This design comes from an exercise in tuning for small area on the open sky130 flow, not from production work.

== main ==
// FPGA_ScoreBoard_TOP
module FPGA_ScoreBoard_TOP(
	input CLK_50MHZ,
	input BTN_WEST,
	input RS232_DCE_RXD,
	output RS232_DCE_TXD,
	output [21:0] NF_A,
	input [7:0] NF_D_I,
	output [7:0] NF_D_O,
	output NF_D_OE,
	output NF_CE, NF_BYTE, NF_OE,
	output reg NF_RP,
	output NF_WE, NF_WP
);
Size: ~56 flip-flops, about 49 I/O pins, ~0.0026 mm^2 of cells after synthesis.
Settings: LEC_CHECK=0, CAP_MARGIN=20, CORE_MARGIN=2, CORE_UTILIZATION=40, SLEW_MARGIN=20; clock period 20.0 ns.
standard.sh (not shown) runs the stock make flow with config.mk's settings and CLKGATE_MAP_FILE= SYNTH_SCRIPT=/design/flow/synth_recipe.tcl, a recipe that flattens the netlist after the stock synthesis.
==> flow/flow/run.sh <==
#!/bin/bash
# Layout flow: the standard flow (standard.sh) with these settings changed:
#  - synthesis: adders are left to ABC instead of being mapped to half/full-adder cells
#    (ADDER_MAP_FILE empty), and ABC maps with Yosys's default area script, given only the
#    liberty file and don't-use list (flow/abc_args.tcl) instead of ORFS's speed script;
#  - ports are buffered with sky130_fd_sc_hd__buf_1;
#  - the constant outputs share the one tie cell synthesis makes (SKIP_REPAIR_TIE_FANOUT);
#  - CTS builds its tree from sky130_fd_sc_hd__clkbuf_8 without dummy loads;
#  - after global routing, repair_timing downsizes gates off the critical paths (RECOVER_POWER).
# The synthesis script is synth_recipe.tcl with only its source line pointed at the edited copy of
# ORFS's synth.tcl, so synth still runs with -nofsm -noshare and the netlist is flattened and
# renamed as synth_recipe.tcl does. Each tool's output goes to the logs ORFS writes under
# orfs/logs; make's own output goes to flow_make.log.
set -euo pipefail
W=$(pwd)
{ cat "$W/flow/abc_args.tcl"
  sed 's|log_cmd abc {\*}\$abc_args|log_cmd abc {*}[flow_abc_args $abc_args]|' "$FLOW_HOME/scripts/synth.tcl"
} > "$W/flow_synth.tcl"
grep -q 'log_cmd abc {\*}\[flow_abc_args \$abc_args\]' "$W/flow_synth.tcl"
sed "s|source \$::env(SCRIPTS_DIR)/synth.tcl|source $W/flow_synth.tcl|" \
  "$W/synth_recipe.tcl" > "$W/flow_synth_recipe.tcl"
grep -q "source $W/flow_synth.tcl" "$W/flow_synth_recipe.tcl"
sed "s|SYNTH_SCRIPT=[^ ]*|SYNTH_SCRIPT=$W/flow_synth_recipe.tcl|" "$W/standard.sh" > "$W/flow_standard.sh"
grep -q "SYNTH_SCRIPT=$W/flow_synth_recipe.tcl" "$W/flow_standard.sh"
bash "$W/flow_standard.sh" ADDER_MAP_FILE= SKIP_REPAIR_TIE_FANOUT=1 RECOVER_POWER=100 \
  "BUFFER_PORTS_ARGS=-buffer_cell sky130_fd_sc_hd__buf_1" \
  "CTS_ARGS=-sink_clustering_enable -repair_clock_nets -dont_use_dummy_load -buf_list sky130_fd_sc_hd__clkbuf_8 -sink_clustering_size 20" \
  finish > "$W/flow_make.log" 2>&1
==> flow/flow/abc_args.tcl <==
# The arguments of ORFS's abc call without its -script, -constr and -D options: Yosys's default
# ABC script then maps for area with the liberty file and don't-use list alone.
proc flow_abc_args { args_in } {
  set out {}
  set skip 0
  foreach a $args_in {
    if { $skip } {
      set skip 0
      continue
    }
    if { $a in {-script -constr -D} } {
      set skip 1
      continue
    }
    lappend out $a
  }
  return $out
}
The flow completed for main, but it is not clean: the layout still shows max-capacitance violations, max-slew violations.
Modified inputs, the feature branch compared to main
- a change of CAP_MARGIN from 20 to 60
- a change of SLEW_MARGIN from 20 to 60
Findings:
The feature branch finished every stage and its layout cleared the timing, design-rule and antenna checks.
Compared with main, placement density in the core of the feature branch is higher.
Worst-case setup margin in the final layout sits higher in the feature branch than in main.
Unique cell type count in the Yosys netlist: main vs the feature branch identical
No run of this note included a check of the RTL's function; only the layout flow was run.


== 06-25 ==
The RTL this note starts from:
==> flow/design.v <==
module FPGA_ScoreBoard_TOP(
	input CLK_50MHZ,
	input BTN_WEST,
	input RS232_DCE_RXD,
	output RS232_DCE_TXD,
	output [21:0] NF_A,
	input [7:0] NF_D_I,
	output [7:0] NF_D_O,
	output NF_D_OE,
	output NF_CE, NF_BYTE, NF_OE,
	output reg NF_RP,
	output NF_WE, NF_WP
);
wire clk = CLK_50MHZ;
wire rst = BTN_WEST;
reg [1:0] bc;                  
reg [15:0] acc;
reg tick_rx, tick_tx;
wire [15:0] acc_next = acc + 16'd151;
always @(posedge clk)
	if (rst) begin acc <= 16'h0800; tick_rx <= 0; tick_tx <= 0; end
	else begin
		acc <= acc_next;
		tick_rx <= acc[11] & ~acc_next[11];
		tick_tx <= tick_rx & (acc[15:12] == 4'd8);
	end
reg mdone;
wire mrst = ~mdone;
always @(posedge clk)
	if (rst) mdone <= 0;
	else if (acc[11:0] == 12'd3991) mdone <= 1;
always @(posedge clk) NF_RP <= rst;
reg rx_s1, rx_s2, m3, r2;
reg [7:0] rc;
reg [7:0] rxdata;              
wire maj = (m3 & r2) | (m3 & rx_s2) | (r2 & rx_s2);
wire rx_idle = (rc == 8'd255);
wire bytedone = ~mrst & tick_rx & (rc == 8'd0);
wire rx_shift = ~mrst & tick_rx & ~rx_idle & (rc[3:0] == 4'd4);
wire r3_hold = ~rx_idle & (rc[3:0] >= 4'd5) & (rc[3:0] <= 4'd10);
always @(posedge clk)
	if (tick_rx) begin
		rx_s1 <= RS232_DCE_RXD; rx_s2 <= rx_s1;
		if (~r3_hold) m3 <= rx_s2;
	end
always @(posedge clk)
	if (mrst) rc <= 8'd255;
	else if (tick_rx) begin
		if (rx_idle) begin if (m3 & ~rx_s2) rc <= 8'd143; end
		else begin
			rc <= rc - 1'b1;
			if (rc[3:0] == 4'd8) r2 <= rx_s2;
		end
	end
always @(posedge clk)
	if (rx_shift & bc != 2'd2) rxdata <= {maj, rxdata[7:1]};
reg [4:0] ps;
reg cmd_q;
reg [7:0] R;                   
reg [3:0] ts;
wire tx_wait = (ts == 4'd12) | (ts == 4'd13);
wire pickup = tick_tx & tx_wait;
always @(posedge clk)
	if (rst) ps <= (ps == 5'd11) ? 5'd12 : (ps >= 5'd13 & ps <= 5'd22) ? 5'd31 : 5'd0;
	else if (bytedone) ps <= 5'd1;
	else if (ps == 5'd0) ps <= 5'd0;
	else if (ps <= 5'd3) begin if (tick_rx) ps <= ps + 1'b1; end
	else if (ps == 5'd7 & bc != 2'd2) ps <= 5'd0;
	else if (ps == 5'd30) begin if (mrst | pickup) ps <= 5'd0; end
	else if (ps == 5'd31) ps <= 5'd0;
	else ps <= ps + 1'b1;
always @(posedge clk)
	if (rst) bc <= 0;
	else if (ps == 5'd7) bc <= (bc == 2'd2) ? 2'd0 : bc + 1'b1;
always @(posedge clk)
	if (rst) begin if (ps == 5'd11) cmd_q <= 0; end
	else if (ps == 5'd7 & bc == 2'd0) cmd_q <= rxdata[0];
wire act = (ps >= 5'd14 & ps <= 5'd23) | (ps == 5'd31);
always @(posedge clk)
	if (mrst) ts <= 4'd12;
	else if (tick_tx) begin
		if (tx_wait) ts <= (ps == 5'd30) ? 4'd15 : 4'd12;
		else if (ts == 4'd15) ts <= 4'd0;
		else if (ts == 4'd9) ts <= 4'd13;
		else ts <= ts + 1'b1;
	end
assign RS232_DCE_TXD = (ts == 4'd0) ? 1'b0 : (ts == 4'd12 | ts == 4'd15) ? 1'b1 : ~R[0];
always @(posedge clk)
	if (ps == 5'd23 & cmd_q) R <= NF_D_I;
	else if ((rx_shift & bc == 2'd2) | (tick_tx & ts >= 4'd1 & ts <= 4'd7)) R <= {maj, R[7:1]};
assign NF_A[21:8] = 14'd0;
assign NF_A[7:0] = rxdata;
assign NF_D_O = R;
assign NF_CE = ~act;
assign NF_OE = ~(act & cmd_q);
assign NF_WE = ~(act & ~cmd_q);
assign NF_D_OE = act & ~cmd_q;
assign NF_BYTE = 1'b0;
assign NF_WP = 1'b0;
endmodule
Settings: LEC_CHECK=0, CAP_MARGIN=20, CORE_MARGIN=2, CORE_UTILIZATION=40, SLEW_MARGIN=20; clock period 20.0 ns.
==> flow/flow/run.sh <==
#!/bin/bash
# Layout flow: the standard flow (standard.sh) with three synthesis/placement settings changed:
#  - adders are left to ABC instead of being mapped to half/full-adder cells (ADDER_MAP_FILE empty),
#  - ABC maps with Yosys's default area-oriented script instead of ORFS's speed script,
#  - ports are buffered with sky130_fd_sc_hd__buf_1.
# The synthesis script is synth_recipe.tcl with only its source line pointed at the edited copy of
# ORFS's synth.tcl, so synth still runs with -nofsm -noshare and the netlist is flattened and
# renamed as synth_recipe.tcl does. Each tool's output goes to the logs ORFS writes under orfs/logs;
# make's own output goes to flow_make.log.
set -euo pipefail
W=$(pwd)
sed 's|log_cmd abc {\*}\$abc_args|abc {*}[lrange $abc_args 2 end-2]|' \
  "$FLOW_HOME/scripts/synth.tcl" > "$W/flow_synth.tcl"
grep -q 'abc {\*}\[lrange \$abc_args 2 end-2\]' "$W/flow_synth.tcl"
sed "s|source \$::env(SCRIPTS_DIR)/synth.tcl|source $W/flow_synth.tcl|" \
  "$W/synth_recipe.tcl" > "$W/flow_synth_recipe.tcl"
grep -q "source $W/flow_synth.tcl" "$W/flow_synth_recipe.tcl"
sed "s|SYNTH_SCRIPT=[^ ]*|SYNTH_SCRIPT=$W/flow_synth_recipe.tcl|" "$W/standard.sh" > "$W/flow_standard.sh"
grep -q "SYNTH_SCRIPT=$W/flow_synth_recipe.tcl" "$W/flow_standard.sh"
bash "$W/flow_standard.sh" ADDER_MAP_FILE= "BUFFER_PORTS_ARGS=-buffer_cell sky130_fd_sc_hd__buf_1" finish \
  "CTS_ARGS=-sink_clustering_enable -repair_clock_nets -dont_use_dummy_load -buf_list sky130_fd_sc_hd__clkbuf_4 -sink_clustering_size 20" > "$W/flow_make.log" 2>&1
Changes in 02-14 relative to 06-25:
diff --git a/flow/flow/run.sh b/flow/flow/run.sh
--- a/flow/flow/run.sh
+++ b/flow/flow/run.sh
@@ -19,3 +19,3 @@
 grep -q "SYNTH_SCRIPT=$W/flow_synth_recipe.tcl" "$W/flow_standard.sh"
-bash "$W/flow_standard.sh" ADDER_MAP_FILE= "BUFFER_PORTS_ARGS=-buffer_cell sky130_fd_sc_hd__buf_1" finish \
+bash "$W/flow_standard.sh" ADDER_MAP_FILE= SKIP_REPAIR_TIE_FANOUT=1 "BUFFER_PORTS_ARGS=-buffer_cell sky130_fd_sc_hd__buf_1" finish \
   "CTS_ARGS=-sink_clustering_enable -repair_clock_nets -dont_use_dummy_load -buf_list sky130_fd_sc_hd__clkbuf_4 -sink_clustering_size 20" > "$W/flow_make.log" 2>&1
### Flow results
Summary — post-route cell area, 02-14 relative to 06-25: lower, by about 2%. Higher final worst clock skew among 06-25 and 02-14: 06-25. 06-25 → 02-14: count of fill cells added during filler insertion +6; utilization went down by 0.84 points. Wire length of the first global-routing pass in 02-14 vs 06-25: up about 1.8%.
No functional check of the RTL was part of any run of this note.

[separate check: timing with driven ports]
Ports are ideal in the flow. The routed layouts listed here were re-timed in OpenROAD. Step 1: set_driving_cell puts a clkbuf_16 on CLK_50MHZ and a buf_2 on each other input, an assumption about the parent block. Step 2 adds t to the input delays and takes it off the output delays; t is the mean of the earliest and latest rising clock arrival at the registers after step 1. Input paths then give back, and output paths get back, about the clock's delay inside the block. a / b / c = ideal / step 1 / step 2; a / b = the first two.
run	shift t [ns]	slack for setup (ns)	worst hold slack (ns)	latest minus earliest clock arrival (ns)	worst data-port slew with drivers (ns)
main	0.322	13.812 / 13.819 / 13.497	0.427 / 0.427 / 0.427	0.017 / 0.018	0.03
the feature branch	0.316	13.844 / 13.852 / 13.536	0.428 / 0.428 / 0.428	0.019 / 0.018	0.03
06-25	0.406	14.358 / 14.332 / 14.738	0.425 / 0.425 / 0.425	0.024 / 0.023	0.03
02-14	0.408	14.339 / 14.313 / 14.721	0.426 / 0.426 / 0.426	0.020 / 0.020	0.03
The setup slack of main, which loses most, moves by +0.007 ns with the drivers and by -0.315 ns with both steps.
